This is an optimization exercise on Yosys and OpenROAD, whose aim is small area, not a production implementation. In this exercise RTL edits were held to simulation tests only and were not proved equivalent to the original. Power figures rest on the tool's default switching activity, not on a simulated workload.

Setup of green:
## top_module
module top_module(
    input clk,
    rst,
    floor_0_p,
    floor_1_p,
    floor_2_p,
    floor_3_p,
    floor_4_p,
    direction_1,
    direction_2,
    direction_3,
    floor_0_d,
    floor_1_d,
    floor_2_d,
    floor_3_d,
    floor_4_d,
    output led_inside_0,
    led_inside_1,
    led_inside_2,
    led_inside_3,
    led_inside_4,
    led_outside_0,
    led_outside_1,
    led_outside_2,
    led_outside_3,
    led_outside_4,
    led_busy,
    a_out,b_out,c_out,d_out,e_out,f_out,g_out,p_out,
    output [7:0] an
);
clock: 10.0 ns
lec_check: 0
cap_margin: 0
core_margin: 2
core_utilization: 40
slew_margin: 0
run.sh (not shown) runs the stock make flow with config.mk's settings and CLKGATE_MAP_FILE= SYNTH_SCRIPT=/design/flow/synth_recipe.tcl, a recipe that flattens the netlist after the stock synthesis.
green went all the way through the flow, and no timing, DRC or antenna check failed.
Setup changes, green to blue
--- a/flow/design.v
+++ b/flow/design.v
@@ -51,61 +51,56 @@
             r <= 6'd0;
             b <= 5'd0;
             a <= 5'd0;
         end else begin
             r <= r_wrap ? 6'b000001 : {r[4:0], ~(r[5] ^ r[0])};
             if (tick) begin
                 b <= b_wrap ? 5'd0 : {b[3:0], ~(b[4] ^ b[1])};
                 if (b_wrap)
                     a <= a24 ? 5'd0 : {a[3:0], ~(a[4] ^ a[1])};
             end
         end
     end
-    reg [2:0] dg;
-    reg blank;
-    wire anff = blank;
+    reg [7:0] anr;
+    wire an7 = &anr[6:0];
+    wire anff = an7 & anr[7];
     always @(posedge clk) begin
-        if (!rst) begin
-            dg <= 3'd7;
-            blank <= 1'b1;
-        end else if (r_wrap && b0) begin
-            dg <= {dg[2] ^ (dg[1] & dg[0]), dg[1] ^ dg[0], ~dg[0]};
-            blank <= 1'b0;
-        end
+        if (!rst)
+            anr <= 8'hff;
+        else if (r_wrap && b0)
+            anr <= {anr[6:0], ~an7};
     end
-    wire [7:0] anr = {8{blank}} | ~(8'h01 << dg);
     assign an = anr;
     wire wend = r24 && t1 && !anff;
     wire early0 = anff && b0;
     wire early3 = anff && b_lt3;
     wire [4:0] fp = {floor_4_p, floor_3_p, floor_2_p, floor_1_p, floor_0_p};
     wire [4:0] fd = {floor_4_d, floor_3_d, floor_2_d, floor_1_d, floor_0_d};
     reg [4:0] s0, fdl;
     reg [2:0] q1, q2, q3;
     wire [4:0] rise = fp & ~(s0 & ~{5{early0}});
     wire [2:0] rise_f = rise[0] ? 3'd0 : rise[1] ? 3'd1 : rise[2] ? 3'd2 :
                         rise[3] ? 3'd3 : rise[4] ? 3'd4 : 3'd7;
     always @(posedge clk)
         if (tick) begin
             s0 <= fp; q1 <= rise_f; q2 <= q1; q3 <= q2;
             fdl <= fd;
         end
     wire [2:0] hq = early3 ? 3'd7 : q3;
     wire hpv = (hq != 3'd7);
     wire [4:0] cab = fd & ~(fdl & ~{5{early0}});
     reg [4:0] inr, outr;      
     reg busy;                 
     reg P;                    
-    reg [2:0] kj;             
-    wire [2:0] kat = {kj[2] & ~kj[0], kj[1] & (~kj[2] | kj[0]), kj[0] & (~kj[1] | kj[2])};
+    reg [2:0] kat;            
     reg [2:0] LP;             
     reg [1:0] SM;             
     reg [2:0] pr;             
     reg PA;                   
     reg [2:0] sd;             
     reg dk;                   
     reg Cd;                   
     wire k0 = (kat == 3'd0);
     wire hv = (pr != 3'd7) && (pr != kat);
     wire cv = (sd != 3'd7) && (sd != kat);
     wire tv = hv | cv;
     wire [2:0] t = hv ? pr : sd;
@@ -134,29 +129,29 @@
                 if (start) begin
                     P <= (t < kat);
                     LP <= t;
                 end
                 if (start || k0 || mid)
                     SM <= 2'd0;
                 else if (accept)
                     SM <= t[1:0];
                 dk <= (k0 && start) || move;
             end
         end
         if (!rst) begin
-            inr <= 0; outr <= 0; busy <= 0; kj <= 0; Cd <= 0;
+            inr <= 0; outr <= 0; busy <= 0; kat <= 0; Cd <= 0;
             pr <= 3'd7; sd <= 3'd7;
         end else if (wend) begin
             if (dk)
-                kj <= P ? {~kj[0], kj[2:1]} : {kj[1:0], ~kj[2]};
+                kat <= P ? kat - 3'd1 : kat + 3'd1;
             Cd <= busy;
         end else if (tick) begin
             if (step) begin
                 busy <= n_busy;
                 inr <= n_in; outr <= n_out;
                 pr <= 3'd7; sd <= 3'd7;
             end else begin
                 if (hpv) pr <= hq;
                 if (|cab) sd <= cab_f;
             end
         end
     end
Notes after the runs:
Changes observed in blue relative to green: mean instance size in the synthesized netlist went up 0.034 µm²; core utilization of the finished layout went down 0.42 points; filler-free cell count of the finished design went up 44; number of clock sinks went up 4.
In blue relative to green, multi-input combinational cell area had gone up by a few percent.
The post-synthesis instance area in blue sits about 5% above the value recorded for green.
Going from green to blue, data arrival time at the worst-slack endpoint increased by 650 ps relative to the old numbers, register-to-register slack went down, slew of the pin with the lowest slew margin shows a reduction of 130 ps, global-route track usage on met2 went up, met1 routed wirelength after detailed routing went up.
Total power: blue and green compared, higher one is green
Going from green to blue, the worst-case setup slack after placement was found to have gone down by 55 ps.

separate check: timing with driven ports:
The flow's constraints put no driver on any port. The routed layouts listed below were extracted and timed again, unchanged, in two steps.
Step 1 sets driving cells, clkbuf_16 on the clock port and buf_2 on the other inputs (assumed; they add their load-dependent delay and slew).
Step 2 moves the port delays by t, midway between the first and last clock arrival at a register: inputs arrive t later, outputs are due t later. That takes back most of the time a late clock gives input paths.
Three values: ideal, step 1, step 2; two values: the first two.
| run | shift t [ns] | setup WS [ns] | latest minus earliest clock arrival (ns) | slew at the worst register clock pin (ns) | pins driven straight from the clock port |
|---|---|---|---|---|---|
| green | 0.379 | 5.471 / 5.440 / 5.341 | 0.013 / 0.013 | 0.08 / 0.08 | 1 |
| blue | 0.382 | 4.818 / 4.785 / 5.167 | 0.018 / 0.018 | 0.09 / 0.09 | 1 |
After both steps every run listed still meets setup and hold. For green, which loses most, drivers alone change the setup slack by -0.031 ns; drivers and shift together by -0.130 ns.
